What follows belongs to an exercise in optimizing a design on an open flow for small area, a short achievable clock period and few clock cycles per item; a production flow would make more cautious choices. In this exercise RTL edits were held to simulation tests only and were not proved equivalent to the original. No activity file was given, so power comes from the tool's default toggle rates.

**design/flow/run.sh**
```bash
#!/bin/bash
# synth_recipe.tcl (not shown) runs the flow's synth.tcl, then flattens the netlist and writes it again
# the make line also repeats each setting of config.mk as NAME=value (left out here)
make -C /OpenROAD-flow-scripts/flow DESIGN_CONFIG=/design/flow/config.mk WORK_HOME=/design/flow/orfs CLKGATE_MAP_FILE= SYNTH_SCRIPT=/design/flow/synth_recipe.tcl finish
```
**design/flow/config.mk**
```make
export PLATFORM = sky130hd
export DESIGN_NAME = MUL
export DESIGN_NICKNAME = MUL
export VERILOG_FILES = /design/flow/design.v
export SDC_FILE = /design/flow/constraint.sdc
export NUM_CORES = 4
export LEC_CHECK = 0
export CAP_MARGIN = 20
export CORE_MARGIN = 2
export CORE_UTILIZATION = 40
export SETUP_SLACK_MARGIN = 1.6
export SLEW_MARGIN = 20
```
**design/flow/constraint.sdc**
```tcl
create_clock -name core_clock -period 4.0 [get_ports {clk}]
set_input_delay 0.8000 -clock core_clock [delete_from_list [all_inputs] [get_ports {clk}]]
set_output_delay 0.8000 -clock core_clock [all_outputs]
set_load 0.01 [all_outputs]
```
**design/flow/design.v**
```verilog
module MUL #(
    parameter WIDTH = 32
) (
    input  [ 0:0] clk,
    input  [ 0:0] rst,
    input  [ 0:0] start,
    input  [31:0] a,
    input  [31:0] b,
    output [63:0] res,
    output [ 0:0] finish
);
reg  [5:0] p;
reg  [31:0] s_q, c_q;         
reg  [7:0] ls_q, lc_q;       
reg         cy_q;             
reg  [31:0] l_q;              
reg  [3:0] one_q, two_q, neg_q;  
reg         sgn_q;
wire first = p[0];
wire [31:0] sfb = first ? 32'h80000000 : s_q;
wire [31:0] cfb = first ? 32'h0 : c_q;
wire [32:0] am = {1'b0, a[30:0], 1'b0};    
wire [31:0] pp0;
wire [31:0] pp1;
wire [31:0] pp2;
wire [31:0] pp3;
genvar gj;
generate for (gj = 0; gj < 32; gj = gj + 1) begin : g_pp
    assign pp0[gj] = ((one_q[0] & am[gj+1]) | (two_q[0] & am[gj])) ^ neg_q[0];
    assign pp1[gj] = ((one_q[1] & am[gj+1]) | (two_q[1] & am[gj])) ^ neg_q[1];
    assign pp2[gj] = ((one_q[2] & am[gj+1]) | (two_q[2] & am[gj])) ^ neg_q[2];
    assign pp3[gj] = ((one_q[3] & am[gj+1]) | (two_q[3] & am[gj])) ^ neg_q[3];
end endgenerate
wire hs0;
wire hc0;
wire hs1;
wire hc1;
wire hs2;
wire hc2;
wire hs3;
wire hc3;
wire hs4;
wire hc4;
wire hs5;
wire hc5;
wire hs6;
wire hc6;
wire hs7;
wire hc7;
wire hs8;
wire hc8;
wire hs9;
wire hc9;
wire hs10;
wire hc10;
wire hs11;
wire hc11;
wire hs12;
wire hc12;
wire hs13;
wire hc13;
wire hs14;
wire hc14;
wire hs15;
wire hc15;
wire hs16;
wire hc16;
wire hs17;
wire hc17;
wire hs18;
wire hc18;
wire hs19;
wire hc19;
wire hs20;
wire hc20;
wire hs21;
wire hc21;
wire hs22;
wire hc22;
wire hs23;
wire hc23;
wire hs24;
wire hc24;
wire fs0;
wire fc0;
wire hs25;
wire hc25;
wire hs26;
wire hc26;
wire fs1;
wire fc1;
wire hs27;
wire hc27;
wire fs2;
wire fc2;
wire hs28;
wire hc28;
wire fs3;
wire fc3;
wire fs4;
wire fc4;
wire fs5;
wire fc5;
wire fs6;
wire fc6;
wire fs7;
wire fc7;
wire fs8;
wire fc8;
wire fs9;
wire fc9;
wire fs10;
wire fc10;
wire fs11;
wire fc11;
wire fs12;
wire fc12;
wire fs13;
wire fc13;
wire fs14;
wire fc14;
wire fs15;
wire fc15;
wire fs16;
wire fc16;
wire fs17;
wire fc17;
wire fs18;
wire fc18;
wire fs19;
wire fc19;
wire fs20;
wire fc20;
wire fs21;
wire fc21;
wire fs22;
wire fc22;
wire fs23;
wire fc23;
wire fs24;
wire fc24;
wire fs25;
wire fc25;
wire fs26;
wire fc26;
wire fs27;
wire fc27;
wire fs28;
wire fc28;
wire fs29;
wire fc29;
wire fs30;
wire fc30;
wire fs31;
wire fc31;
wire fs32;
wire fc32;
wire fs33;
wire fc33;
wire fs34;
wire fc34;
wire fs35;
wire fc35;
wire fs36;
wire fc36;
wire fs37;
wire fc37;
wire fs38;
wire fc38;
wire fs39;
wire fc39;
wire fs40;
wire fc40;
wire fs41;
wire fc41;
wire fs42;
wire fc42;
wire fs43;
wire fc43;
wire fs44;
wire fc44;
wire fs45;
wire fc45;
wire fs46;
wire fc46;
wire fs47;
wire fc47;
wire fs48;
wire fc48;
wire fs49;
wire fc49;
wire fs50;
wire fc50;
wire fs51;
wire fc51;
wire fs52;
wire fc52;
wire fs53;
wire fc53;
wire fs54;
wire fc54;
wire fs55;
wire fc55;
wire hs29;
wire hc29;
wire fs56;
wire fc56;
wire hs30;
wire hc30;
wire hs31;
wire hc31;
wire fs57;
wire fc57;
wire fs58;
wire fc58;
wire fs59;
wire fc59;
wire fs60;
wire fc60;
wire fs61;
wire fc61;
wire fs62;
wire fc62;
wire fs63;
wire fc63;
wire fs64;
wire fc64;
wire fs65;
wire fc65;
wire fs66;
wire fc66;
wire fs67;
wire fc67;
wire fs68;
wire fc68;
wire fs69;
wire fc69;
wire fs70;
wire fc70;
wire fs71;
wire fc71;
wire fs72;
wire fc72;
wire fs73;
wire fc73;
wire fs74;
wire fc74;
wire fs75;
wire fc75;
wire fs76;
wire fc76;
wire fs77;
wire fc77;
wire fs78;
wire fc78;
wire fs79;
wire fc79;
wire fs80;
wire fc80;
wire fs81;
wire fc81;
wire fs82;
wire fc82;
wire fs83;
wire fc83;
wire fs84;
wire fc84;
wire fs85;
wire fc85;
wire fs86;
wire fc86;
wire fs87;
wire fc87;
wire fs88;
wire fc88;
wire fs89;
wire fc89;
wire hs32;
wire hc32;
wire hs33;
wire hc33;
wire fs90;
wire fc90;
wire fs91;
wire fc91;
wire fs92;
wire fc92;
wire fs93;
wire fc93;
wire fs94;
wire fc94;
wire fs95;
wire fc95;
wire fs96;
wire fc96;
wire fs97;
wire fc97;
wire fs98;
wire fc98;
wire fs99;
wire fc99;
wire fs100;
wire fc100;
wire fs101;
wire fc101;
wire fs102;
wire fc102;
wire fs103;
wire fc103;
wire fs104;
wire fc104;
wire fs105;
wire fc105;
wire fs106;
wire fc106;
wire fs107;
wire fc107;
wire fs108;
wire fc108;
wire fs109;
wire fc109;
wire fs110;
wire fc110;
wire fs111;
wire fc111;
wire fs112;
wire fc112;
wire fs113;
wire fc113;
wire fs114;
wire fc114;
wire fs115;
wire fc115;
wire fs116;
wire fc116;
wire fs117;
wire fc117;
wire fs118;
wire fc118;
wire fs119;
wire fc119;
wire fs120;
wire fc120;
wire fs121;
wire fc121;
wire fs122;
wire fc122;
wire fs123;
wire fc123;
wire fs124;
wire fc124;
wire fs125;
wire fc125;
wire hs34;
wire hc34;
assign hs0 = sfb[6] ^ cfb[6];
assign hc0 = sfb[6] & cfb[6];
assign hs1 = sfb[7] ^ cfb[7];
assign hc1 = sfb[7] & cfb[7];
assign hs2 = sfb[8] ^ cfb[8];
assign hc2 = sfb[8] & cfb[8];
assign hs3 = sfb[9] ^ cfb[9];
assign hc3 = sfb[9] & cfb[9];
assign hs4 = sfb[10] ^ cfb[10];
assign hc4 = sfb[10] & cfb[10];
assign hs5 = sfb[11] ^ cfb[11];
assign hc5 = sfb[11] & cfb[11];
assign hs6 = sfb[12] ^ cfb[12];
assign hc6 = sfb[12] & cfb[12];
assign hs7 = sfb[13] ^ cfb[13];
assign hc7 = sfb[13] & cfb[13];
assign hs8 = sfb[14] ^ cfb[14];
assign hc8 = sfb[14] & cfb[14];
assign hs9 = sfb[15] ^ cfb[15];
assign hc9 = sfb[15] & cfb[15];
assign hs10 = sfb[16] ^ cfb[16];
assign hc10 = sfb[16] & cfb[16];
assign hs11 = sfb[17] ^ cfb[17];
assign hc11 = sfb[17] & cfb[17];
assign hs12 = sfb[18] ^ cfb[18];
assign hc12 = sfb[18] & cfb[18];
assign hs13 = sfb[19] ^ cfb[19];
assign hc13 = sfb[19] & cfb[19];
assign hs14 = sfb[20] ^ cfb[20];
assign hc14 = sfb[20] & cfb[20];
assign hs15 = sfb[21] ^ cfb[21];
assign hc15 = sfb[21] & cfb[21];
assign hs16 = sfb[22] ^ cfb[22];
assign hc16 = sfb[22] & cfb[22];
assign hs17 = sfb[23] ^ cfb[23];
assign hc17 = sfb[23] & cfb[23];
assign hs18 = sfb[24] ^ cfb[24];
assign hc18 = sfb[24] & cfb[24];
assign hs19 = sfb[25] ^ cfb[25];
assign hc19 = sfb[25] & cfb[25];
assign hs20 = sfb[26] ^ cfb[26];
assign hc20 = sfb[26] & cfb[26];
assign hs21 = sfb[27] ^ cfb[27];
assign hc21 = sfb[27] & cfb[27];
assign hs22 = sfb[28] ^ cfb[28];
assign hc22 = sfb[28] & cfb[28];
assign hs23 = sfb[29] ^ cfb[29];
assign hc23 = sfb[29] & cfb[29];
assign hs24 = sfb[30] ^ cfb[30];
assign hc24 = sfb[30] & cfb[30];
assign fs0 = 1'b1 ^ sfb[31] ^ cfb[31];
assign fc0 = (1'b1 & sfb[31]) | (1'b1 & cfb[31]) | (sfb[31] & cfb[31]);
assign hs25 = sfb[2] ^ cfb[2];
assign hc25 = sfb[2] & cfb[2];
assign hs26 = sfb[3] ^ cfb[3];
assign hc26 = sfb[3] & cfb[3];
assign fs1 = sfb[4] ^ cfb[4] ^ neg_q[2];
assign fc1 = (sfb[4] & cfb[4]) | (sfb[4] & neg_q[2]) | (cfb[4] & neg_q[2]);
assign hs27 = pp0[4] ^ pp1[2];
assign hc27 = pp0[4] & pp1[2];
assign fs2 = sfb[5] ^ cfb[5] ^ pp0[5];
assign fc2 = (sfb[5] & cfb[5]) | (sfb[5] & pp0[5]) | (cfb[5] & pp0[5]);
assign hs28 = pp1[3] ^ pp2[1];
assign hc28 = pp1[3] & pp2[1];
assign fs3 = neg_q[3] ^ hs0 ^ pp0[6];
assign fc3 = (neg_q[3] & hs0) | (neg_q[3] & pp0[6]) | (hs0 & pp0[6]);
assign fs4 = pp1[4] ^ pp2[2] ^ pp3[0];
assign fc4 = (pp1[4] & pp2[2]) | (pp1[4] & pp3[0]) | (pp2[2] & pp3[0]);
assign fs5 = hc0 ^ hs1 ^ pp0[7];
assign fc5 = (hc0 & hs1) | (hc0 & pp0[7]) | (hs1 & pp0[7]);
assign fs6 = pp1[5] ^ pp2[3] ^ pp3[1];
assign fc6 = (pp1[5] & pp2[3]) | (pp1[5] & pp3[1]) | (pp2[3] & pp3[1]);
assign fs7 = hc1 ^ hs2 ^ pp0[8];
assign fc7 = (hc1 & hs2) | (hc1 & pp0[8]) | (hs2 & pp0[8]);
assign fs8 = pp1[6] ^ pp2[4] ^ pp3[2];
assign fc8 = (pp1[6] & pp2[4]) | (pp1[6] & pp3[2]) | (pp2[4] & pp3[2]);
assign fs9 = hc2 ^ hs3 ^ pp0[9];
assign fc9 = (hc2 & hs3) | (hc2 & pp0[9]) | (hs3 & pp0[9]);
assign fs10 = pp1[7] ^ pp2[5] ^ pp3[3];
assign fc10 = (pp1[7] & pp2[5]) | (pp1[7] & pp3[3]) | (pp2[5] & pp3[3]);
assign fs11 = hc3 ^ hs4 ^ pp0[10];
assign fc11 = (hc3 & hs4) | (hc3 & pp0[10]) | (hs4 & pp0[10]);
assign fs12 = pp1[8] ^ pp2[6] ^ pp3[4];
assign fc12 = (pp1[8] & pp2[6]) | (pp1[8] & pp3[4]) | (pp2[6] & pp3[4]);
assign fs13 = hc4 ^ hs5 ^ pp0[11];
assign fc13 = (hc4 & hs5) | (hc4 & pp0[11]) | (hs5 & pp0[11]);
assign fs14 = pp1[9] ^ pp2[7] ^ pp3[5];
assign fc14 = (pp1[9] & pp2[7]) | (pp1[9] & pp3[5]) | (pp2[7] & pp3[5]);
assign fs15 = hc5 ^ hs6 ^ pp0[12];
assign fc15 = (hc5 & hs6) | (hc5 & pp0[12]) | (hs6 & pp0[12]);
assign fs16 = pp1[10] ^ pp2[8] ^ pp3[6];
assign fc16 = (pp1[10] & pp2[8]) | (pp1[10] & pp3[6]) | (pp2[8] & pp3[6]);
assign fs17 = hc6 ^ hs7 ^ pp0[13];
assign fc17 = (hc6 & hs7) | (hc6 & pp0[13]) | (hs7 & pp0[13]);
assign fs18 = pp1[11] ^ pp2[9] ^ pp3[7];
assign fc18 = (pp1[11] & pp2[9]) | (pp1[11] & pp3[7]) | (pp2[9] & pp3[7]);
assign fs19 = hc7 ^ hs8 ^ pp0[14];
assign fc19 = (hc7 & hs8) | (hc7 & pp0[14]) | (hs8 & pp0[14]);
assign fs20 = pp1[12] ^ pp2[10] ^ pp3[8];
assign fc20 = (pp1[12] & pp2[10]) | (pp1[12] & pp3[8]) | (pp2[10] & pp3[8]);
assign fs21 = hc8 ^ hs9 ^ pp0[15];
assign fc21 = (hc8 & hs9) | (hc8 & pp0[15]) | (hs9 & pp0[15]);
assign fs22 = pp1[13] ^ pp2[11] ^ pp3[9];
assign fc22 = (pp1[13] & pp2[11]) | (pp1[13] & pp3[9]) | (pp2[11] & pp3[9]);
assign fs23 = hc9 ^ hs10 ^ pp0[16];
assign fc23 = (hc9 & hs10) | (hc9 & pp0[16]) | (hs10 & pp0[16]);
assign fs24 = pp1[14] ^ pp2[12] ^ pp3[10];
assign fc24 = (pp1[14] & pp2[12]) | (pp1[14] & pp3[10]) | (pp2[12] & pp3[10]);
assign fs25 = hc10 ^ hs11 ^ pp0[17];
assign fc25 = (hc10 & hs11) | (hc10 & pp0[17]) | (hs11 & pp0[17]);
assign fs26 = pp1[15] ^ pp2[13] ^ pp3[11];
assign fc26 = (pp1[15] & pp2[13]) | (pp1[15] & pp3[11]) | (pp2[13] & pp3[11]);
assign fs27 = hc11 ^ hs12 ^ pp0[18];
assign fc27 = (hc11 & hs12) | (hc11 & pp0[18]) | (hs12 & pp0[18]);
assign fs28 = pp1[16] ^ pp2[14] ^ pp3[12];
assign fc28 = (pp1[16] & pp2[14]) | (pp1[16] & pp3[12]) | (pp2[14] & pp3[12]);
assign fs29 = hc12 ^ hs13 ^ pp0[19];
assign fc29 = (hc12 & hs13) | (hc12 & pp0[19]) | (hs13 & pp0[19]);
assign fs30 = pp1[17] ^ pp2[15] ^ pp3[13];
assign fc30 = (pp1[17] & pp2[15]) | (pp1[17] & pp3[13]) | (pp2[15] & pp3[13]);
assign fs31 = hc13 ^ hs14 ^ pp0[20];
assign fc31 = (hc13 & hs14) | (hc13 & pp0[20]) | (hs14 & pp0[20]);
assign fs32 = pp1[18] ^ pp2[16] ^ pp3[14];
assign fc32 = (pp1[18] & pp2[16]) | (pp1[18] & pp3[14]) | (pp2[16] & pp3[14]);
assign fs33 = hc14 ^ hs15 ^ pp0[21];
assign fc33 = (hc14 & hs15) | (hc14 & pp0[21]) | (hs15 & pp0[21]);
assign fs34 = pp1[19] ^ pp2[17] ^ pp3[15];
assign fc34 = (pp1[19] & pp2[17]) | (pp1[19] & pp3[15]) | (pp2[17] & pp3[15]);
assign fs35 = hc15 ^ hs16 ^ pp0[22];
assign fc35 = (hc15 & hs16) | (hc15 & pp0[22]) | (hs16 & pp0[22]);
assign fs36 = pp1[20] ^ pp2[18] ^ pp3[16];
assign fc36 = (pp1[20] & pp2[18]) | (pp1[20] & pp3[16]) | (pp2[18] & pp3[16]);
assign fs37 = hc16 ^ hs17 ^ pp0[23];
assign fc37 = (hc16 & hs17) | (hc16 & pp0[23]) | (hs17 & pp0[23]);
assign fs38 = pp1[21] ^ pp2[19] ^ pp3[17];
assign fc38 = (pp1[21] & pp2[19]) | (pp1[21] & pp3[17]) | (pp2[19] & pp3[17]);
assign fs39 = hc17 ^ hs18 ^ pp0[24];
assign fc39 = (hc17 & hs18) | (hc17 & pp0[24]) | (hs18 & pp0[24]);
assign fs40 = pp1[22] ^ pp2[20] ^ pp3[18];
assign fc40 = (pp1[22] & pp2[20]) | (pp1[22] & pp3[18]) | (pp2[20] & pp3[18]);
assign fs41 = hc18 ^ hs19 ^ pp0[25];
assign fc41 = (hc18 & hs19) | (hc18 & pp0[25]) | (hs19 & pp0[25]);
assign fs42 = pp1[23] ^ pp2[21] ^ pp3[19];
assign fc42 = (pp1[23] & pp2[21]) | (pp1[23] & pp3[19]) | (pp2[21] & pp3[19]);
assign fs43 = hc19 ^ hs20 ^ pp0[26];
assign fc43 = (hc19 & hs20) | (hc19 & pp0[26]) | (hs20 & pp0[26]);
assign fs44 = pp1[24] ^ pp2[22] ^ pp3[20];
assign fc44 = (pp1[24] & pp2[22]) | (pp1[24] & pp3[20]) | (pp2[22] & pp3[20]);
assign fs45 = hc20 ^ hs21 ^ pp0[27];
assign fc45 = (hc20 & hs21) | (hc20 & pp0[27]) | (hs21 & pp0[27]);
assign fs46 = pp1[25] ^ pp2[23] ^ pp3[21];
assign fc46 = (pp1[25] & pp2[23]) | (pp1[25] & pp3[21]) | (pp2[23] & pp3[21]);
assign fs47 = hc21 ^ hs22 ^ pp0[28];
assign fc47 = (hc21 & hs22) | (hc21 & pp0[28]) | (hs22 & pp0[28]);
assign fs48 = pp1[26] ^ pp2[24] ^ pp3[22];
assign fc48 = (pp1[26] & pp2[24]) | (pp1[26] & pp3[22]) | (pp2[24] & pp3[22]);
assign fs49 = hc22 ^ hs23 ^ pp0[29];
assign fc49 = (hc22 & hs23) | (hc22 & pp0[29]) | (hs23 & pp0[29]);
assign fs50 = pp1[27] ^ pp2[25] ^ pp3[23];
assign fc50 = (pp1[27] & pp2[25]) | (pp1[27] & pp3[23]) | (pp2[25] & pp3[23]);
assign fs51 = hc23 ^ hs24 ^ pp0[30];
assign fc51 = (hc23 & hs24) | (hc23 & pp0[30]) | (hs24 & pp0[30]);
assign fs52 = pp1[28] ^ pp2[26] ^ pp3[24];
assign fc52 = (pp1[28] & pp2[26]) | (pp1[28] & pp3[24]) | (pp2[26] & pp3[24]);
assign fs53 = hc24 ^ fs0 ^ pp0[31];
assign fc53 = (hc24 & fs0) | (hc24 & pp0[31]) | (fs0 & pp0[31]);
assign fs54 = pp1[29] ^ pp2[27] ^ pp3[25];
assign fc54 = (pp1[29] & pp2[27]) | (pp1[29] & pp3[25]) | (pp2[27] & pp3[25]);
assign fs55 = ~neg_q[0] ^ fc0 ^ pp1[30];
assign fc55 = (~neg_q[0] & fc0) | (~neg_q[0] & pp1[30]) | (fc0 & pp1[30]);
assign hs29 = pp2[28] ^ pp3[26];
assign hc29 = pp2[28] & pp3[26];
assign fs56 = 1'b1 ^ pp1[31] ^ pp2[29];
assign fc56 = (1'b1 & pp1[31]) | (1'b1 & pp2[29]) | (pp1[31] & pp2[29]);
assign hs30 = sfb[0] ^ cfb[0];
assign hc30 = sfb[0] & cfb[0];
assign hs31 = sfb[1] ^ cfb[1];
assign hc31 = sfb[1] & cfb[1];
assign fs57 = neg_q[1] ^ hs25 ^ pp0[2];
assign fc57 = (neg_q[1] & hs25) | (neg_q[1] & pp0[2]) | (hs25 & pp0[2]);
assign fs58 = hc25 ^ hs26 ^ pp0[3];
assign fc58 = (hc25 & hs26) | (hc25 & pp0[3]) | (hs26 & pp0[3]);
assign fs59 = hc26 ^ fs1 ^ pp2[0];
assign fc59 = (hc26 & fs1) | (hc26 & pp2[0]) | (fs1 & pp2[0]);
assign fs60 = fc1 ^ hc27 ^ hs28;
assign fc60 = (fc1 & hc27) | (fc1 & hs28) | (hc27 & hs28);
assign fs61 = hc28 ^ fc2 ^ fs3;
assign fc61 = (hc28 & fc2) | (hc28 & fs3) | (fc2 & fs3);
assign fs62 = fc3 ^ fc4 ^ fs5;
assign fc62 = (fc3 & fc4) | (fc3 & fs5) | (fc4 & fs5);
assign fs63 = fc5 ^ fc6 ^ fs7;
assign fc63 = (fc5 & fc6) | (fc5 & fs7) | (fc6 & fs7);
assign fs64 = fc7 ^ fc8 ^ fs9;
assign fc64 = (fc7 & fc8) | (fc7 & fs9) | (fc8 & fs9);
assign fs65 = fc9 ^ fc10 ^ fs11;
assign fc65 = (fc9 & fc10) | (fc9 & fs11) | (fc10 & fs11);
assign fs66 = fc11 ^ fc12 ^ fs13;
assign fc66 = (fc11 & fc12) | (fc11 & fs13) | (fc12 & fs13);
assign fs67 = fc13 ^ fc14 ^ fs15;
assign fc67 = (fc13 & fc14) | (fc13 & fs15) | (fc14 & fs15);
assign fs68 = fc15 ^ fc16 ^ fs17;
assign fc68 = (fc15 & fc16) | (fc15 & fs17) | (fc16 & fs17);
assign fs69 = fc17 ^ fc18 ^ fs19;
assign fc69 = (fc17 & fc18) | (fc17 & fs19) | (fc18 & fs19);
assign fs70 = fc19 ^ fc20 ^ fs21;
assign fc70 = (fc19 & fc20) | (fc19 & fs21) | (fc20 & fs21);
assign fs71 = fc21 ^ fc22 ^ fs23;
assign fc71 = (fc21 & fc22) | (fc21 & fs23) | (fc22 & fs23);
assign fs72 = fc23 ^ fc24 ^ fs25;
assign fc72 = (fc23 & fc24) | (fc23 & fs25) | (fc24 & fs25);
assign fs73 = fc25 ^ fc26 ^ fs27;
assign fc73 = (fc25 & fc26) | (fc25 & fs27) | (fc26 & fs27);
assign fs74 = fc27 ^ fc28 ^ fs29;
assign fc74 = (fc27 & fc28) | (fc27 & fs29) | (fc28 & fs29);
assign fs75 = fc29 ^ fc30 ^ fs31;
assign fc75 = (fc29 & fc30) | (fc29 & fs31) | (fc30 & fs31);
assign fs76 = fc31 ^ fc32 ^ fs33;
assign fc76 = (fc31 & fc32) | (fc31 & fs33) | (fc32 & fs33);
assign fs77 = fc33 ^ fc34 ^ fs35;
assign fc77 = (fc33 & fc34) | (fc33 & fs35) | (fc34 & fs35);
assign fs78 = fc35 ^ fc36 ^ fs37;
assign fc78 = (fc35 & fc36) | (fc35 & fs37) | (fc36 & fs37);
assign fs79 = fc37 ^ fc38 ^ fs39;
assign fc79 = (fc37 & fc38) | (fc37 & fs39) | (fc38 & fs39);
assign fs80 = fc39 ^ fc40 ^ fs41;
assign fc80 = (fc39 & fc40) | (fc39 & fs41) | (fc40 & fs41);
assign fs81 = fc41 ^ fc42 ^ fs43;
assign fc81 = (fc41 & fc42) | (fc41 & fs43) | (fc42 & fs43);
assign fs82 = fc43 ^ fc44 ^ fs45;
assign fc82 = (fc43 & fc44) | (fc43 & fs45) | (fc44 & fs45);
assign fs83 = fc45 ^ fc46 ^ fs47;
assign fc83 = (fc45 & fc46) | (fc45 & fs47) | (fc46 & fs47);
assign fs84 = fc47 ^ fc48 ^ fs49;
assign fc84 = (fc47 & fc48) | (fc47 & fs49) | (fc48 & fs49);
assign fs85 = fc49 ^ fc50 ^ fs51;
assign fc85 = (fc49 & fc50) | (fc49 & fs51) | (fc50 & fs51);
assign fs86 = fc51 ^ fc52 ^ fs53;
assign fc86 = (fc51 & fc52) | (fc51 & fs53) | (fc52 & fs53);
assign fs87 = hs29 ^ fc53 ^ fc54;
assign fc87 = (hs29 & fc53) | (hs29 & fc54) | (fc53 & fc54);
assign fs88 = pp3[27] ^ hc29 ^ fc55;
assign fc88 = (pp3[27] & hc29) | (pp3[27] & fc55) | (hc29 & fc55);
assign fs89 = ~neg_q[1] ^ pp2[30] ^ pp3[28];
assign fc89 = (~neg_q[1] & pp2[30]) | (~neg_q[1] & pp3[28]) | (pp2[30] & pp3[28]);
assign hs32 = 1'b1 ^ pp2[31];
assign hc32 = 1'b1 & pp2[31];
assign hs33 = neg_q[0] ^ hs30;
assign hc33 = neg_q[0] & hs30;
assign fs90 = hc30 ^ hs31 ^ pp0[1];
assign fc90 = (hc30 & hs31) | (hc30 & pp0[1]) | (hs31 & pp0[1]);
assign fs91 = hc31 ^ pp1[0] ^ fs57;
assign fc91 = (hc31 & pp1[0]) | (hc31 & fs57) | (pp1[0] & fs57);
assign fs92 = pp1[1] ^ fc57 ^ fs58;
assign fc92 = (pp1[1] & fc57) | (pp1[1] & fs58) | (fc57 & fs58);
assign fs93 = hs27 ^ fc58 ^ fs59;
assign fc93 = (hs27 & fc58) | (hs27 & fs59) | (fc58 & fs59);
assign fs94 = fc59 ^ fs2 ^ fs60;
assign fc94 = (fc59 & fs2) | (fc59 & fs60) | (fs2 & fs60);
assign fs95 = fs4 ^ fc60 ^ fs61;
assign fc95 = (fs4 & fc60) | (fs4 & fs61) | (fc60 & fs61);
assign fs96 = fs6 ^ fc61 ^ fs62;
assign fc96 = (fs6 & fc61) | (fs6 & fs62) | (fc61 & fs62);
assign fs97 = fs8 ^ fc62 ^ fs63;
assign fc97 = (fs8 & fc62) | (fs8 & fs63) | (fc62 & fs63);
assign fs98 = fs10 ^ fc63 ^ fs64;
assign fc98 = (fs10 & fc63) | (fs10 & fs64) | (fc63 & fs64);
assign fs99 = fs12 ^ fc64 ^ fs65;
assign fc99 = (fs12 & fc64) | (fs12 & fs65) | (fc64 & fs65);
assign fs100 = fs14 ^ fc65 ^ fs66;
assign fc100 = (fs14 & fc65) | (fs14 & fs66) | (fc65 & fs66);
assign fs101 = fs16 ^ fc66 ^ fs67;
assign fc101 = (fs16 & fc66) | (fs16 & fs67) | (fc66 & fs67);
assign fs102 = fs18 ^ fc67 ^ fs68;
assign fc102 = (fs18 & fc67) | (fs18 & fs68) | (fc67 & fs68);
assign fs103 = fs20 ^ fc68 ^ fs69;
assign fc103 = (fs20 & fc68) | (fs20 & fs69) | (fc68 & fs69);
assign fs104 = fs22 ^ fc69 ^ fs70;
assign fc104 = (fs22 & fc69) | (fs22 & fs70) | (fc69 & fs70);
assign fs105 = fs24 ^ fc70 ^ fs71;
assign fc105 = (fs24 & fc70) | (fs24 & fs71) | (fc70 & fs71);
assign fs106 = fs26 ^ fc71 ^ fs72;
assign fc106 = (fs26 & fc71) | (fs26 & fs72) | (fc71 & fs72);
assign fs107 = fs28 ^ fc72 ^ fs73;
assign fc107 = (fs28 & fc72) | (fs28 & fs73) | (fc72 & fs73);
assign fs108 = fs30 ^ fc73 ^ fs74;
assign fc108 = (fs30 & fc73) | (fs30 & fs74) | (fc73 & fs74);
assign fs109 = fs32 ^ fc74 ^ fs75;
assign fc109 = (fs32 & fc74) | (fs32 & fs75) | (fc74 & fs75);
assign fs110 = fs34 ^ fc75 ^ fs76;
assign fc110 = (fs34 & fc75) | (fs34 & fs76) | (fc75 & fs76);
assign fs111 = fs36 ^ fc76 ^ fs77;
assign fc111 = (fs36 & fc76) | (fs36 & fs77) | (fc76 & fs77);
assign fs112 = fs38 ^ fc77 ^ fs78;
assign fc112 = (fs38 & fc77) | (fs38 & fs78) | (fc77 & fs78);
assign fs113 = fs40 ^ fc78 ^ fs79;
assign fc113 = (fs40 & fc78) | (fs40 & fs79) | (fc78 & fs79);
assign fs114 = fs42 ^ fc79 ^ fs80;
assign fc114 = (fs42 & fc79) | (fs42 & fs80) | (fc79 & fs80);
assign fs115 = fs44 ^ fc80 ^ fs81;
assign fc115 = (fs44 & fc80) | (fs44 & fs81) | (fc80 & fs81);
assign fs116 = fs46 ^ fc81 ^ fs82;
assign fc116 = (fs46 & fc81) | (fs46 & fs82) | (fc81 & fs82);
assign fs117 = fs48 ^ fc82 ^ fs83;
assign fc117 = (fs48 & fc82) | (fs48 & fs83) | (fc82 & fs83);
assign fs118 = fs50 ^ fc83 ^ fs84;
assign fc118 = (fs50 & fc83) | (fs50 & fs84) | (fc83 & fs84);
assign fs119 = fs52 ^ fc84 ^ fs85;
assign fc119 = (fs52 & fc84) | (fs52 & fs85) | (fc84 & fs85);
assign fs120 = fs54 ^ fc85 ^ fs86;
assign fc120 = (fs54 & fc85) | (fs54 & fs86) | (fc85 & fs86);
assign fs121 = fs55 ^ fs87 ^ fc86;
assign fc121 = (fs55 & fs87) | (fs55 & fc86) | (fs87 & fc86);
assign fs122 = fs56 ^ fc87 ^ fs88;
assign fc122 = (fs56 & fc87) | (fs56 & fs88) | (fc87 & fs88);
assign fs123 = fc56 ^ fs89 ^ fc88;
assign fc123 = (fc56 & fs89) | (fc56 & fc88) | (fs89 & fc88);
assign fs124 = pp3[29] ^ hs32 ^ fc89;
assign fc124 = (pp3[29] & hs32) | (pp3[29] & fc89) | (hs32 & fc89);
assign fs125 = ~neg_q[2] ^ pp3[30] ^ hc32;
assign fc125 = (~neg_q[2] & pp3[30]) | (~neg_q[2] & hc32) | (pp3[30] & hc32);
assign hs34 = 1'b1 ^ pp3[31];
assign hc34 = 1'b1 & pp3[31];
wire [31:0] s_t = {1'b0, hc34, fc125, fc124, fc123, fc122, fc121, fc120, fc119, fc118, fc117, fc116, fc115, fc114, fc113, fc112, fc111, fc110, fc109, fc108, fc107, fc106, fc105, fc104, fc103, fc102, fc101, fc100, fc99, fc98, fc97, fc96};
wire [31:0] c_t = {1'b0, ~neg_q[3], hs34, fs125, fs124, fs123, fs122, fs121, fs120, fs119, fs118, fs117, fs116, fs115, fs114, fs113, fs112, fs111, fs110, fs109, fs108, fs107, fs106, fs105, fs104, fs103, fs102, fs101, fs100, fs99, fs98, fs97};
wire [7:0] ls_t = {fc95, fc94, fc93, fc92, fc91, fc90, hc33, hs33};
wire [7:0] lc_t = {fs96, fs95, fs94, fs93, fs92, fs91, fs90, pp0[0]};
wire cy_fb = cy_q & ~p[1];
wire [8:0] low = {1'b0, ls_q} + {1'b0, lc_q} + {8'b0, cy_fb};
wire [37:0] fin = {s_q[29:0], ls_q} + {c_q[29:0], lc_q} + {37'b0, cy_fb};
wire [32:0] bm = {1'b0, b[30:0], 1'b0};    
wire [8:0] w0 = bm[8:0];
wire [8:0] w1 = bm[16:8];
wire [8:0] w2 = bm[24:16];
wire [8:0] w3 = bm[32:24];
wire [8:0] wn = ({9{~|p[2:0]}} & w0) |
                  ({9{p[0]}} & w1) |
                  ({9{p[1]}} & w2) |
                  ({9{p[2]}} & w3);
wire [3:0] one_n, two_n, neg_n;
generate for (gj = 0; gj < 4; gj = gj + 1) begin : g_enc
    assign one_n[gj] = wn[2*gj+1] ^ wn[2*gj];
    assign two_n[gj] = (wn[2*gj+2] & ~wn[2*gj+1] & ~wn[2*gj]) | (~wn[2*gj+2] & wn[2*gj+1] & wn[2*gj]);
    assign neg_n[gj] = wn[2*gj+2];
end endgenerate
always @(posedge clk) begin
    if (rst)
        p <= 6'b0;
    else
        p <= {p[4:0], start};
    one_q <= one_n;
    two_q <= two_n;
    neg_q <= neg_n;
    c_q   <= c_t;
    s_q   <= p[4] ? {s_t[31:30], fin[37:8]} : s_t;
    ls_q  <= ls_t;
    lc_q  <= lc_t;
    cy_q  <= low[8];
    l_q   <= {low[7:0], l_q[31:8]};
    sgn_q <= a[31] ^ b[31];
end
assign finish = p[5];
assign res = {sgn_q, 1'b0, s_q[29:0], l_q};
endmodule
```
==> out/metrics.csv, run 1 <==
metric,value,unit
outcome,"complete, no violations",
die_area,31700,um2
netlist.area_leader.share,21.5,%
hold_viol,0,
antenna_cells,0,
ys.flop_type,dfxtp_1,
dpl_cell_area,13700,um2
rsz0062_at_grt,true,
nets,1624,
synth_seq_area_share,21.5,%
drc,0,
initial_core_util,40.7,%
setup-violations-final,0,
worstSkewPairLatency,0.44,ns
async_reset_ff_share,0,%
required,4.31,ns
die_w,178,um
wl,35.1,mm
p_leak,5.91,nW
cts.clk_slew.worst_paths,0.07,ns
wl_per_cell,19.9,um
stdcell_area,15000,um2
rows,63,
vias,9589,
period_needed,2.90,ns
synthTopCellsByCount,"xnor2_1, dfxtp_1, fa_1, inv_1, a22oi_1",
synth_cells,1306,
power.density,1050,nW/um2
cts_tree,built,
arrival,3.21,ns
hold_slack,0.348,ns
ant_nets,0,
root_buffer,clkbuf_16,
fmax,345,MHz
reg2reg_slack,1.10,ns
grt_max_degree,39,
area_growth_syn_to_layout,24.2,%
drive_above_1_share,23.5,%
postCtsHoldBufs,0,
numCtsBuffers,17,
setup_tns,0,ns
cp-start-kind,register,
slew_viol_final,0,
hold_class,reg2reg,
syn_area,12100,um2
cts_num_sinks,130,
worstSetupEndpointType,register,
cp_max_fo,7,
ios,132,
worstMarginPinSlew,0.771,ns
skew,0.0157,ns
fin_ws,1.10,ns
path_class,reg2reg,
yosys.area.top_type,dfxtp_1,
gr-total-overflow,0,
yosys_warnings,1,
antenna_found_initial,0,
min_period_over_period,72.5,%
grt_pass1_vias,9403,
cap_violations,0,
place_hpwl,26.9,mm
htreeDepth,4,
core-area,29700,um2
fin_total_pwr,15.8,mW
ys_ff_latch,130,
grt_pass1_wl,53.7,mm
synth_edf_count,0,
irDropWorstVdd,0.486,mV
first_iter_violations,758,
place_congestion,0.901,
synthTopCellsByArea,"dfxtp_1, fa_1, xnor2_1, a22oi_1, ha_1",
synth_nets,1568,
clock_path_buffers,2,
grtUsageTotal,22.5,%
synth_most_common_cell,xnor2_1,
place_ws,0.217,ns
port-buffer-count,130,
ys_types,70,
syn_avg_cell_area,9.27,um2
first_pass_iters,6,
vias_per_cell,5.43,
max_slew_margin,48.3,%
fp.dieH,178,um
==> timing repair <==
action                                  CTS  global route
endpoints found under the setup margin   70            62
pin swaps                                24            20
setup buffers                            12             5
cloned                                    1             1
gates resized for setup                 169            65
==> state kept, by name (all words and copies together) (netlist names) <==
| register | flops |
|---|---|
| c_q | 31 |
| cy_q | 1 |
| l_q | 32 |
| lc_q | 8 |
| ls_q | 8 |
| neg_q | 4 |
| one_q | 4 |
| p | 6 |
| s_q | 31 |
| sgn_q | 1 |
| two_q | 4 |
==> report_power, final <==
part / total [mW] / internal, mW / leakage, nW / switching [mW]
logic: 11.6 / 5.32 / 4.53 / 6.25
registers: 2.64 / 2.10 / 1.10 / 0.537
clock network: 1.56 / 0.834 / 0.281 / 0.722
==> stage by stage <==
step,util (%),instances
3_5_place_dp,46.2,1714
2_1_floorplan,-,1306
6_report,50.6,1765
5_1_grt,50.6,1765
3_3_place_gp,46.2,1714
4_1_cts,49.7,1759
==> layer usage <==
metal,global-route usage [%],up-vias,wire (um)
met5,0,-,0
li1,-,4470,-
met1,33.3,4728,16900
met4,5.84,0,510
met2,33.1,357,15200
met3,4.54,34,2580
==> final timing paths <==
path | startpoint | to | cells past startpoint
hold reg to reg | l_q[8] | l_q[0] | 0
setup reg to reg | p[0] | s_q[15] | 10
setup / recovery | p[0] | s_q[15] | 10
hold / removal | l_q[8] | l_q[0] | 0
==> area by class of cell <==
cell class	count	area (um2)
Tap cell	390	488
Sequential cell	130	2640
Fill cell	2742	14700
Clock buffer	17	425
Timing Repair Buffer	179	1810
Multi-Input combinational cell	907	9030
Clock inverter	15	156
Inverter	127	483
==> critical path, stage by stage, from the launching register on <==
cell and delay [ns]:
dfxtp_4 0.48, buf_12 0.16, nor2b_4 0.04, ha_4 0.25
inv_2 0.03, fa_1 0.49, inv_1 0.05, fa_1 0.46
fa_2 0.37, o2bb2ai_2 0.12, or3_1 0.30
==> logic make-up (layout without fill, tap and decap cells) <==
family	after synthesis	after routing	share of synthesized area (%)
buffers and inverters	269	338	10.0
AO/OA/AOI/OAI	282	282	16.4
XOR/XNOR	159	159	11.5
other	1	1	0.0310
multiplexers	22	22	2.01
AND/OR/NAND/NOR	248	248	10.6
adder cells (fa/ha/maj)	195	195	27.9
flip-flops	130	130	21.5
==> cells in the final DEF (no fill, tap or decap), types with 9 or more instances in the layout <==
| cell | synthesis | routed |
|---|---|---|
| dfxtp_1 | 130 | 116 |
| o21ai_0 | 32 | 30 |
| nand3_1 | 15 | 15 |
| a22oi_2 | 0 | 49 |
| a21oi_2 | 1 | 10 |
| clkdlybuf4s50_1 | 0 | 99 |
| nand2_1 | 74 | 73 |
| inv_2 | 1 | 9 |
| buf_4 | 32 | 29 |
| fa_2 | 0 | 57 |
| nor2_1 | 35 | 34 |
| xnor2_1 | 139 | 132 |
| clkbuf_16 | 0 | 18 |
| ha_1 | 70 | 58 |
| fa_1 | 125 | 68 |
| nand4_1 | 20 | 20 |
| buf_6 | 3 | 11 |
| inv_1 | 125 | 115 |
| a21o_1 | 9 | 9 |
| dfxtp_4 | 0 | 9 |
| mux2_2 | 18 | 18 |
| xor2_1 | 20 | 20 |
| a22oi_1 | 122 | 73 |
| clkdlybuf4s15_2 | 0 | 14 |
| a21oi_1 | 51 | 39 |
| nor2b_1 | 65 | 55 |
Testbench counts, summed over its fixed seeds: cycles 5,376, items 768.
==> run 2: changes to the inputs <==
--- a/design/flow/config.mk
+++ b/design/flow/config.mk
@@ -10,3 +10,3 @@
 export CORE_UTILIZATION = 40
-export SETUP_SLACK_MARGIN = 1.6
+export SETUP_SLACK_MARGIN = 2.0
 export SLEW_MARGIN = 20
==> out/metrics.csv, run 2 <==
metric,value,unit
outcome,"complete, no violations",
skew,0.0182,ns
first_iter_violations,908,
ys.flop_type,dfxtp_1,
wl,35.7,mm
postCtsHoldBufs,0,
antenna_found_initial,0,
fmax,347,MHz
hold_class,reg2reg,
power.density,1040,nW/um2
rows,63,
async_reset_ff_share,0,%
yosys.area.top_type,dfxtp_1,
synthTopCellsByCount,"xnor2_1, dfxtp_1, fa_1, inv_1, a22oi_1",
hold_depth,0,
clock_path_buffers,2,
htreeDepth,4,
place_ws,0.251,ns
synth_edf_count,0,
max_slew_margin,58.8,%
synthTopCellsByArea,"dfxtp_1, fa_1, xnor2_1, a22oi_1, ha_1",
cts_num_sinks,130,
synth_cells,1306,
worstMarginPinSlew,0.612,ns
cp-start-kind,register,
vias_per_cell,5.42,
setup-violations-final,0,
top_regs,"l_q: 32 flops, c_q: 31 flops, s_q: 31 flops",
reg2regPathDepth,9,
die_w,178,um
slew_viol_final,0,
synth_nets,1568,
final_common_cell,xnor2_1,
rsz0062_at_grt,true,
die_area,31700,um2
first_pass_iters,5,
antenna_cells,0,
ios,132,
syn_area,12100,um2
vias,9689,
synth_seq_area_share,21.5,%
hold_slack,0.344,ns
worstSetupEndpointType,register,
grt_pass1_vias,9461,
yosys_warnings,1,
ant_nets,0,
port-buffer-count,130,
nets,1647,
wl_per_cell,20.0,um
path_class,reg2reg,
netlist.area_leader.share,21.5,%
cts.clk_slew.worst_paths,0.07,ns
synth_most_common_cell,xnor2_1,
gr-total-overflow,0,
largest_register_ff_count,32,
min_period_over_period,72.0,%
ys_types,70,
grtUsageTotal,22.8,%
grt_pass1_wl,54.8,mm
final_cell_mix,"xnor2_1, inv_1, dfxtp_1, nand2_1, dlygate4sd2_1",
area_growth_syn_to_layout,25.0,%
cp_max_fo,30,
fp.dieH,178,um
ys_ff_latch,130,
max_flop_register,l_q,
setup_tns,0,ns
grt_max_degree,38,
fin_ws,1.12,ns
syn_avg_cell_area,9.27,um2
root_buffer,clkbuf_16,
cts_tree,built,
place_congestion,0.909,
worstSkewPairLatency,0.44,ns
period_needed,2.88,ns
hold_viol,0,
place_hpwl,27.3,mm
drive_above_1_share,25.9,%
arrival,3.20,ns
initial_core_util,40.7,%
irDropWorstVdd,0.462,mV
required,4.32,ns
p_leak,6.12,nW
numCtsBuffers,17,
core-area,29700,um2
drc,0,
cap_violations,0,
## run 2: cell counts after synthesis
Identical to the previous run, type by type.
## run 2: where the power goes
part	internal [mW]	switching, mW	leakage [nW]
Sequential	2.11	0.522	1.10
Combinational	5.23	6.30	4.74
Clock	0.833	0.736	0.280
## run 2: final cells by class
cell class / count / area, um2
Clock inverter: 15 / 159
Inverter: 127 / 487
Clock buffer: 17 / 425
Tap cell: 390 / 488
Sequential cell: 130 / 2660
Timing Repair Buffer: 202 / 1880
Fill cell: 2688 / 14600
Multi-Input combinational cell: 907 / 9030
## run 2: worst max-delay path, cell delays in order (launching register included)
cell	delay, ns
dfxtp_4	0.44
buf_12	0.20
nor2b_1	0.09
ha_1	0.29
inv_1	0.06
fa_1	0.51
inv_1	0.06
fa_1	0.47
fa_2	0.36
mux2_2	0.28
## run 2: cell families after synthesis
family	after synthesis	synth area share (%)
compound gates	282	16.4
xor+xnor	159	11.5
fa+ha+maj	195	27.9
buf+inv	269	10.0
flops	130	21.5
mux	22	2.01
other cells	1	0.0310
simple gates	248	10.6
## run 2: worst paths after layout
kind           start       to  slack [ns]
min reg2reg  l_q[24]  l_q[16]        0.34
max reg2reg     p[0]   s_q[0]        1.12
max             p[0]   s_q[0]        1.12
min          l_q[24]  l_q[16]        0.34
## run 2: per-stage QoR
stage	total power, mW	cells	area [um2]	utilization, %
2_1_floorplan	10.1	1306	13100	-
3_3_place_gp	13.4	1714	13800	46.4
3_5_place_dp	13.5	1714	13800	46.4
4_1_cts	15.4	1768	14800	49.9
5_1_grt	17.2	1788	15100	50.9
6_report	15.7	1788	15100	50.9
## run 2: timing repair
action / 4_1_cts / 5_1_grt
endpoints found under the setup margin: 138 / 81
gates resized for setup: 273 / 38
buffers inserted: 21 / 19
pin swaps: 23 / 17
gates cloned: 1 / 1
endpoints found under the hold margin: 0 / 0
## run 2: per-layer routing
metal | up-vias | global-route usage [%] | wire [um]
li1 | 4498 | - | -
met1 | 4810 | 34.2 | 17600
met2 | 339 | 34.2 | 15700
met3 | 42 | 3.90 | 1950
met4 | 0 | 5.02 | 493
met5 | - | 0 | 0
==> run 3: changes to the inputs <==
--- a/design/flow/config.mk
+++ b/design/flow/config.mk
@@ -10,3 +10,2 @@
 export CORE_UTILIZATION = 40
-export SETUP_SLACK_MARGIN = 2.0
 export SLEW_MARGIN = 20
==> out/metrics.csv, run 3 <==
metric,value,unit
place_congestion,0.956,
worstMarginPinSlew,0.893,ns
path_class,reg2reg,
ant_nets,0,
antenna_found_initial,1,
r2r_end,s_q[24],
syn_area,12100,um2
max_slew_margin,39.7,%
wl,34.7,mm
antenna_cells,0,
crit_end,s_q[24],
cp_num_cells,11,
numCtsBuffers,17,
switching_share,48.0,%
initial_core_util,40.7,%
clock_path_buffers,2,
cap_violations,0,
fmax,288,MHz
hold_viol,0,
wl_per_cell,19.9,um
nets,1603,
rsz0062_at_grt,false,
synth_seq_area_share,21.5,%
period_needed,3.47,ns
hold_class,reg2reg,
fin_total_pwr,14.8,mW
ys.flop_type,dfxtp_1,
first_iter_violations,823,
cp_top_family,compound AO/OA/AOI/OAI gates,
p_comb_share,71.9,%
cts_num_sinks,130,
drive_above_1_share,7.24,%
yosys_warnings,1,
htreeDepth,4,
postCtsHoldBufs,0,
setup-violations-final,0,
setup_tns,0,ns
drc,0,
required,4.27,ns
reg2regPathDepth,11,
top_regs,"l_q: 32 flops, c_q: 31 flops, s_q: 31 flops",
root_buffer,clkbuf_16,
async_reset_ff_share,0,%
vias_per_cell,5.48,
grt_pass1_wl,54.9,mm
die_area,31700,um2
port-buffer-count,130,
ys_ff_latch,130,
place_hpwl,27.4,mm
ys_types,70,
netlist.area_leader.share,21.5,%
synthTopCellsByCount,"xnor2_1, dfxtp_1, fa_1, inv_1, a22oi_1",
final_cell_mix,"xnor2_1, clkdlybuf4s50_1, dfxtp_1, inv_1, fa_1",
crit_start,cy_q,
stdcell_area,14000,um2
p_seq_share,17.2,%
reg2reg_slack,0.53,ns
fin_ws,0.528,ns
cp_slowest_stage_delay,0.78,ns
r2r_start,cy_q,
first_pass_iters,5,
cp_max_fo,6,
cp_slowest_cell,o311ai_0,
clock_power_share,10.9,%
area_growth_syn_to_layout,15.8,%
cts.clk_slew.worst_paths,0.07,ns
die_w,178,um
largest_register_ff_count,32,
ios,132,
cp-start-kind,register,
vias,9565,
p_leak,5.72,nW
yosys.area.top_type,dfxtp_1,
worstSetupEndpointType,register,
cts_resized,0,
final_common_cell,xnor2_1,
max_flop_register,l_q,
synth_cells,1306,
worstPathCellList,nor2b_1 > fa_1 > inv_1 > fa_1 > nor2b_4 > o31a_4 > o31ai_4 > o211ai_4 > and3_4 > o311ai_0 > nand3_1,
cts_tree,built,
dpl_cell_area,13400,um2
cts_post_setup_buffers_inserted,0,
worstSkewPairLatency,0.45,ns
p_sw,7.12,mW
p_int,7.71,mW
path_buf_inv,1,
synth_most_common_cell,xnor2_1,
min_period_over_period,86.8,%
arrival,3.74,ns
core-area,29700,um2
syn_avg_cell_area,9.27,um2
place_ws,0.187,ns
synthTopCellsByArea,"dfxtp_1, fa_1, xnor2_1, a22oi_1, ha_1",
grt_max_degree,37,
irDropWorstVdd,0.604,mV
outcome,"complete, no violations",
synth_edf_count,0,
slew_viol_final,0,
gr-total-overflow,0,
cpMostUsedCell,fa_1,
grtUsageTotal,23.1,%
rows,63,
synth_nets,1568,
power.density,1060,nW/um2
grt_pass1_vias,9690,
fp.dieH,178,um
skew,0.00918,ns
-- run 3: cell counts after synthesis --
Identical to the previous run, type by type.
-- run 3: cell families (layout without fill, tap and decap cells) --
family / after synthesis / after routing / share of synthesized area, %
AO/OA/AOI/OAI: 282 / 282 / 16.4
buffers and inverters: 269 / 317 / 10.0
AND/OR/NAND/NOR: 248 / 248 / 10.6
adder cells (fa/ha/maj): 195 / 195 / 27.9
XOR/XNOR: 159 / 159 / 11.5
flip-flops: 130 / 130 / 21.5
multiplexers: 22 / 22 / 2.01
other: 1 / 1 / 0.0310
-- run 3: power by group through the flow --
stage          logic, mW  clock network [mW]  registers, mW
2_1_floorplan       7.40                   0           2.44
3_3_place_gp        10.5                   0           2.59
3_5_place_dp        10.7                   0           2.59
4_1_cts             10.7                1.64           2.57
5_1_grt             12.0                1.69           2.63
6_report            10.7                1.61           2.56
-- run 3: how the worst min path moves through the flow --
stage	endpoint	slack, ns	from	depth (start not counted)
after detailed placement	l_q[1]	0.34	l_q[9]	0
after global routing	l_q[5]	0.35	l_q[13]	0
after floorplan	l_q[0]	0.38	l_q[8]	0
after CTS	l_q[1]	0.34	l_q[9]	0
after global placement	l_q[0]	0.33	l_q[8]	0
final	l_q[1]	0.34	l_q[9]	0
-- run 3: final cells by class --
cell class                 instances  area, um2
fill                            2809      15700
clock buffer                      17        425
tap                              390        488
multi-input combinational        907       8280
timing repair buffer             158       1550
sequential                       130       2610
clock inverter                    15        184
inverter                         127        477
-- run 3: worst register-to-register path, cell delays in order (launching register included) --
cell and delay, ns:
dfxtp_1 0.30, nor2b_1 0.14, fa_1 0.39, inv_1 0.08, fa_1 0.26, nor2b_4 0.06, o31a_4 0.31, o31ai_4 0.33
o211ai_4 0.22, and3_4 0.21, o311ai_0 0.78, nand3_1 0.20
-- run 3: layer usage --
| metal | track usage, % | vias to the layer above | wire (um) |
|---|---|---|---|
| met4 | 7.34 | 2 | 905 |
| met5 | 0 | - | 8 |
| li1 | - | 4421 | - |
| met1 | 29.8 | 4718 | 14700 |
| met2 | 38.8 | 371 | 16700 |
| met3 | 4.28 | 53 | 2350 |
-- run 3: stage by stage --
step / cells / util [%] / hold slack (ns)
after floorplan: 1306 / - / 0.382
after global placement: 1712 / 45.1 / 0.332
after detailed placement: 1712 / 45.1 / 0.335
after CTS: 1744 / 47.2 / 0.341
after global routing: 1744 / 47.2 / 0.349
final: 1744 / 47.2 / 0.341
